What follows belongs to an exercise in optimizing a design on an open flow for small area and a short achievable clock period; a production flow would make more cautious choices.
Where RTL was checked, it was by simulation tests only, not by an equivalence proof against the original.
The clock port is modelled as an ideal driver, which makes a skipped or thinned clock tree look cheaper than it is; a real chip needs a root buffer or a tree.

==> inputs of build 52 <==
// FFT64
module FFT64 #(
    parameter width = 16
) (
    input                           clk,
    input                           rst_n,
    input                           di_en,
    input       signed  [width-1:0] di_re,
    input       signed  [width-1:0] di_img,
    output reg                      do_en,
    output reg  signed  [width-1:0] do_re,
    output reg  signed  [width-1:0] do_img
);
reg  [15:0] l1_re [0:31];
reg  [15:0] l1_im [0:31];
reg  [15:0] o1_re, o1_im;
reg  [15:0] l2_re [0:15];
reg  [15:0] l2_im [0:15];
reg  [15:0] o2_re, o2_im;
reg  [15:0] l3_re [0:7];
reg  [15:0] l3_im [0:7];
reg  [15:0] o3_re, o3_im;
reg  [15:0] l4_re [0:3];
reg  [15:0] l4_im [0:3];
reg  [15:0] o4_re, o4_im;
reg  [15:0] l5_re [0:1];
reg  [15:0] l5_im [0:1];
reg  [15:0] o5_re, o5_im;
reg  [15:0] l6_re [0:0];
reg  [15:0] l6_im [0:0];
reg  [15:0] o6_re, o6_im;
reg  [15:0] ba_re [0:30];
reg  [15:0] ba_im [0:30];
reg  [15:0] bb_re [0:13];
reg  [15:0] bb_im [0:13];
reg  [15:0] bc_re [0:3];
reg  [15:0] bc_im [0:3];
reg        started, f1;
reg [5:0]  cnt;
always @(posedge clk or negedge rst_n) begin
    if (!rst_n) begin
        started <= 1'b0;
        cnt     <= 6'd0;
        f1      <= 1'b0;
    end else begin
        started <= started | di_en;
        if (started) cnt <= cnt + 6'd1;
        if (started && cnt == 6'd63) f1 <= 1'b1;
    end
end
always @(posedge clk) begin
    do_en <= rst_n & (do_en | (f1 && cnt == 6'd54));
end
reg [15:0] in_re, in_img;
always @(posedge clk) begin
    in_re  <= di_re;
    in_img <= di_img;
end
reg [5:0] c1, c2;
always @(posedge clk or negedge rst_n) begin
    if (!rst_n) begin
        c1 <= 6'd0;
        c2 <= 6'd1;
    end else begin
        c1 <= (started | di_en) ? c1 + 6'd1 : 6'd0;
        c2 <= started ? c2 + 6'd1 : (di_en ? 6'd2 : 6'd1);
    end
end
wire [5:0] cnx = c1;
wire [5:0] phn1 = cnx - 6'd0;
wire [5:0] phn2 = cnx - 6'd33;
wire [5:0] phn3 = cnx - 6'd50;
wire [5:0] phn4 = cnx - 6'd59;
wire [5:0] phn5 = cnx - 6'd0;
wire [5:0] phn6 = cnx - 6'd3;
  ...
clock: 11.0 ns
lec_check: 0
cap_margin: 20
core_margin: 2
core_utilization: 55
slew_margin: 20
synth_hierarchical: 1
synth_minimum_keep_size: 0
standard.sh (not shown) runs the stock make flow with config.mk's settings and CLKGATE_MAP_FILE= SYNTH_SCRIPT=/design/flow/synth_recipe.tcl, a recipe that flattens the netlist after the stock synthesis.
==> flow/flow/run.sh <==
#!/bin/bash
# Layout flow: the standard ORFS flow (standard.sh, unchanged synthesis)
# with these changes to how the layout is made:
#  - timing repair aims at 7.65 ns of setup slack (the clock stays 11 ns),
#  - the port buffers are plain buf_2 cells,
#  - the clock tree is the balanced three-level tree of flow/cts_tree.tcl
#    (hooked in by flow/cts_hook.tcl) instead of TritonCTS's.
# The whole output of the flow goes to standard.log in this folder.
bash standard.sh SETUP_SLACK_MARGIN=7.65 \
  "BUFFER_PORTS_ARGS=-buffer_cell sky130_fd_sc_hd__buf_2" \
  "PRE_CTS_TCL=$PWD/flow/cts_hook.tcl" \
  finish > standard.log 2>&1
Other scripts of this flow, unchanged in this note and not shown: flow/flow/cts_hook.tcl, flow/flow/cts_tree.tcl
==> trial 49: changes against build 52 <==
--- a/flow/design.v
+++ b/flow/design.v
@@ -420,54 +420,56 @@
         5'd24: begin wry_one = 5'h1f; wry_two = 5'h0; wry_neg = 5'h13; wiy_one = 5'h1f; wiy_two = 5'h0; wiy_neg = 5'h13; end
         5'd28: begin wry_one = 5'h17; wry_two = 5'h0; wry_neg = 5'h11; wiy_one = 5'h0; wiy_two = 5'hd; wiy_neg = 5'h9; end
         default: begin wry_one = 5'h0; wry_two = 5'h0; wry_neg = 5'h0; wiy_one = 5'h0; wiy_two = 5'h0; wiy_neg = 5'h0; end
     endcase
 end
 always @(posedge clk) begin
     sely <= selny;
 end
+reg [15:0] ax_re, ax_im;
 reg [4:0] rx_one;
 reg [4:0] rx_two;
 reg [4:0] rx_neg;
 reg [4:0] ix_one;
 reg [4:0] ix_two;
 reg [4:0] ix_neg;
 reg [1:0]  selx_q, selx_qq;
 always @(posedge clk) begin
+    ax_re <= (selx == 2'd1) ? dif2_re : (selx == 2'd2) ? l1_re[16] : dif1_re;
+    ax_im <= (selx == 2'd1) ? dif2_im : (selx == 2'd2) ? l1_im[16] : dif1_im;
     rx_one <= wrx_one;
     rx_two <= wrx_two;
     rx_neg <= wrx_neg;
     ix_one <= wix_one;
     ix_two <= wix_two;
     ix_neg <= wix_neg;
     selx_q <= selx;
     selx_qq <= selx_q;
 end
+reg [15:0] ay_re, ay_im;
 reg [4:0] ry_one;
 reg [4:0] ry_two;
 reg [4:0] ry_neg;
 reg [4:0] iy_one;
 reg [4:0] iy_two;
 reg [4:0] iy_neg;
 reg [1:0]  sely_q, sely_qq;
 always @(posedge clk) begin
+    ay_re <= (sely == 2'd1) ? dif4_re : (sely == 2'd2) ? l3_re[4] : dif3_re;
+    ay_im <= (sely == 2'd1) ? dif4_im : (sely == 2'd2) ? l3_im[4] : dif3_im;
     ry_one <= wry_one;
     ry_two <= wry_two;
     ry_neg <= wry_neg;
     iy_one <= wiy_one;
     iy_two <= wiy_two;
     iy_neg <= wiy_neg;
     sely_q <= sely;
     sely_qq <= sely_q;
 end
-wire [15:0] ax_re = (selx_q == 2'd1) ? l2_re[0] : (selx_q == 2'd2) ? l1_re[17] : l1_re[0];
-wire [15:0] ax_im = (selx_q == 2'd1) ? l2_im[0] : (selx_q == 2'd2) ? l1_im[17] : l1_im[0];
-wire [15:0] ay_re = (sely_q == 2'd1) ? l4_re[0] : (sely_q == 2'd2) ? l3_re[5] : l3_re[0];
-wire [15:0] ay_im = (sely_q == 2'd1) ? l4_im[0] : (sely_q == 2'd2) ? l3_im[5] : l3_im[0];
 wire hs1, hc2;
 csa_ha u_hs1 (.a((((rx_one[0] & ax_re[6]) | (rx_two[0] & ax_re[5])) ^ rx_neg[0])), .b((((rx_one[1] & ax_re[4]) | (rx_two[1] & ax_re[3])) ^ rx_neg[1])), .s(hs1), .co(hc2));
 wire hs3, hc4;
 csa_ha u_hs3 (.a((((rx_one[0] & ax_re[7]) | (rx_two[0] & ax_re[6])) ^ rx_neg[0])), .b((((rx_one[1] & ax_re[5]) | (rx_two[1] & ax_re[4])) ^ rx_neg[1])), .s(hs3), .co(hc4));
 wire hs5, hc6;
 csa_ha u_hs5 (.a((((rx_one[0] & ax_re[4]) | (rx_two[0] & ax_re[3])) ^ rx_neg[0])), .b((((rx_one[1] & ax_re[2]) | (rx_two[1] & ax_re[1])) ^ rx_neg[1])), .s(hs5), .co(hc6));
 wire hs7, hc8;
 csa_ha u_hs7 (.a((((rx_one[0] & ax_re[5]) | (rx_two[0] & ax_re[4])) ^ rx_neg[0])), .b((((rx_one[1] & ax_re[3]) | (rx_two[1] & ax_re[2])) ^ rx_neg[1])), .s(hs7), .co(hc8));
==> flow/flow/run.sh (replaced) <==
#!/bin/bash
# Layout flow: the standard ORFS flow (standard.sh, unchanged synthesis)
# with these changes to how the layout is made:
#  - timing repair aims at 7.75 ns of setup slack (the clock stays 11 ns),
#  - the port buffers are plain buf_2 cells,
#  - the clock tree is the balanced three-level tree of flow/cts_tree.tcl
#    (hooked in by flow/cts_hook.tcl) instead of TritonCTS's.
# The whole output of the flow goes to standard.log in this folder.
bash standard.sh SETUP_SLACK_MARGIN=7.75 \
  "BUFFER_PORTS_ARGS=-buffer_cell sky130_fd_sc_hd__buf_2" \
  "PRE_CTS_TCL=$PWD/flow/cts_hook.tcl" \
  finish > standard.log 2>&1
==> build 93: changes against build 52 <==
--- a/flow/design.v
+++ b/flow/design.v
@@ -420,54 +420,56 @@
         5'd24: begin wry_one = 5'h1f; wry_two = 5'h0; wry_neg = 5'h13; wiy_one = 5'h1f; wiy_two = 5'h0; wiy_neg = 5'h13; end
         5'd28: begin wry_one = 5'h17; wry_two = 5'h0; wry_neg = 5'h11; wiy_one = 5'h0; wiy_two = 5'hd; wiy_neg = 5'h9; end
         default: begin wry_one = 5'h0; wry_two = 5'h0; wry_neg = 5'h0; wiy_one = 5'h0; wiy_two = 5'h0; wiy_neg = 5'h0; end
     endcase
 end
 always @(posedge clk) begin
     sely <= selny;
 end
+reg [15:0] ax_re, ax_im;
 reg [4:0] rx_one;
 reg [4:0] rx_two;
 reg [4:0] rx_neg;
 reg [4:0] ix_one;
 reg [4:0] ix_two;
 reg [4:0] ix_neg;
 reg [1:0]  selx_q, selx_qq;
 always @(posedge clk) begin
+    ax_re <= (selx == 2'd1) ? dif2_re : (selx == 2'd2) ? l1_re[16] : dif1_re;
+    ax_im <= (selx == 2'd1) ? dif2_im : (selx == 2'd2) ? l1_im[16] : dif1_im;
     rx_one <= wrx_one;
     rx_two <= wrx_two;
     rx_neg <= wrx_neg;
     ix_one <= wix_one;
     ix_two <= wix_two;
     ix_neg <= wix_neg;
     selx_q <= selx;
     selx_qq <= selx_q;
 end
+reg [15:0] ay_re, ay_im;
 reg [4:0] ry_one;
 reg [4:0] ry_two;
 reg [4:0] ry_neg;
 reg [4:0] iy_one;
 reg [4:0] iy_two;
 reg [4:0] iy_neg;
 reg [1:0]  sely_q, sely_qq;
 always @(posedge clk) begin
+    ay_re <= (sely == 2'd1) ? dif4_re : (sely == 2'd2) ? l3_re[4] : dif3_re;
+    ay_im <= (sely == 2'd1) ? dif4_im : (sely == 2'd2) ? l3_im[4] : dif3_im;
     ry_one <= wry_one;
     ry_two <= wry_two;
     ry_neg <= wry_neg;
     iy_one <= wiy_one;
     iy_two <= wiy_two;
     iy_neg <= wiy_neg;
     sely_q <= sely;
     sely_qq <= sely_q;
 end
-wire [15:0] ax_re = (selx_q == 2'd1) ? l2_re[0] : (selx_q == 2'd2) ? l1_re[17] : l1_re[0];
-wire [15:0] ax_im = (selx_q == 2'd1) ? l2_im[0] : (selx_q == 2'd2) ? l1_im[17] : l1_im[0];
-wire [15:0] ay_re = (sely_q == 2'd1) ? l4_re[0] : (sely_q == 2'd2) ? l3_re[5] : l3_re[0];
-wire [15:0] ay_im = (sely_q == 2'd1) ? l4_im[0] : (sely_q == 2'd2) ? l3_im[5] : l3_im[0];
 wire hs1, hc2;
 csa_ha u_hs1 (.a((((rx_one[0] & ax_re[6]) | (rx_two[0] & ax_re[5])) ^ rx_neg[0])), .b((((rx_one[1] & ax_re[4]) | (rx_two[1] & ax_re[3])) ^ rx_neg[1])), .s(hs1), .co(hc2));
 wire hs3, hc4;
 csa_ha u_hs3 (.a((((rx_one[0] & ax_re[7]) | (rx_two[0] & ax_re[6])) ^ rx_neg[0])), .b((((rx_one[1] & ax_re[5]) | (rx_two[1] & ax_re[4])) ^ rx_neg[1])), .s(hs3), .co(hc4));
 wire hs5, hc6;
 csa_ha u_hs5 (.a((((rx_one[0] & ax_re[4]) | (rx_two[0] & ax_re[3])) ^ rx_neg[0])), .b((((rx_one[1] & ax_re[2]) | (rx_two[1] & ax_re[1])) ^ rx_neg[1])), .s(hs5), .co(hc6));
 wire hs7, hc8;
 csa_ha u_hs7 (.a((((rx_one[0] & ax_re[5]) | (rx_two[0] & ax_re[4])) ^ rx_neg[0])), .b((((rx_one[1] & ax_re[3]) | (rx_two[1] & ax_re[2])) ^ rx_neg[1])), .s(hs7), .co(hc8));
==> qor summary <==
|  | trial 49 | build 52 | build 93 |
|---|---|---|---|
| Status | complete, no violations | complete, no violations | complete, no violations |
| Area fraction in compound gates after synthesis | 6.917% | 7.760% | 6.917% |
| Endpoint class of the critical path | primary output | flip-flop | primary output |
| Seq Cell Count | 4191 | 4127 | 4191 |
| Post-DR vias/cell | 5.149 | 5.238 | 5.139 |
| Hold Worst Slack | 0.2360 ns | 0.2734 ns | 0.2340 ns |
| Count of inverters not on the clock network in the layout | 224 | 230 | 224 |
| Endpoint of the most critical setup path | do_re[11] | mx_re_c4 | do_re[5] |
| Number of buffer and inverter instances along the worst setup path | 1 | 4 | 1 |
| Routed wl met2 | 120700 µm | 130400 µm | 120600 µm |
| Post-Synthesis Cell Area | 0.1320 mm² | 0.1317 mm² | 0.1320 mm² |
| Global-route wire length before repair | 401000 µm | 434600 µm | 399900 µm |
| Met1 Use GR | 28.73% | 32.74% | 28.72% |
| DIE HEIGHT | 493.8 µm | 493.4 µm | 493.8 µm |
| Sequential area share after synthesis | 63.66% | 62.79% | 63.66% |
| Post-Synthesis Cells | 10210 | 10280 | 10210 |
| Final HPWL DP | 173000 µm | 186700 µm | 173600 µm |
| Achievable Freq | 305.2 MHz | 261.0 MHz | 302.4 MHz |
| Setup Fix Bufs, Post-CTS | 8 | 183 | 2 |
| Met3 global-route usage | 2.143% | 2.614% | 1.958% |
| Final worst path period share | 29.78% | 34.82% | 30.06% |
Only the layout flow was run in build 52; the RTL was not checked for function there. No run of this note takes its clock network from TritonCTS; it comes from the design's own scripts or RTL.

[re-timing with driven ports]
In the flow no input, the clock included, has a driving cell. The finished layouts below were timed again as built, in two steps.
Step 1: set_driving_cell puts a clkbuf_16 on clk and a buf_2 on each other input, an assumption about the parent block.
Step 2 also shifts input and output timing later by t, the mid clock arrival at the registers, as if the neighbouring blocks saw the same clock.
Slacks: ideal ports / drivers / drivers and shift; pairs: ideal ports / drivers.
run | shift t [ns] | slack for setup (ns) | hold WS [ns] | clock arrival spread, ns | worst register clock-pin slew, ns
build 52 | 0.821 | 7.169 / 7.169 / 7.169 | 0.273 / 0.273 / 0.273 | 0.073 / 0.073 | 0.12 / 0.12
trial 49 | 0.799 | 7.724 / 7.527 / 7.804 | 0.236 / 0.237 / 0.237 | 0.133 / 0.133 | 0.12 / 0.12
build 93 | 0.787 | 7.693 / 7.497 / 7.719 | 0.234 / 0.234 / 0.234 | 0.098 / 0.097 | 0.12 / 0.12
After both steps setup and hold are still met in every run listed.
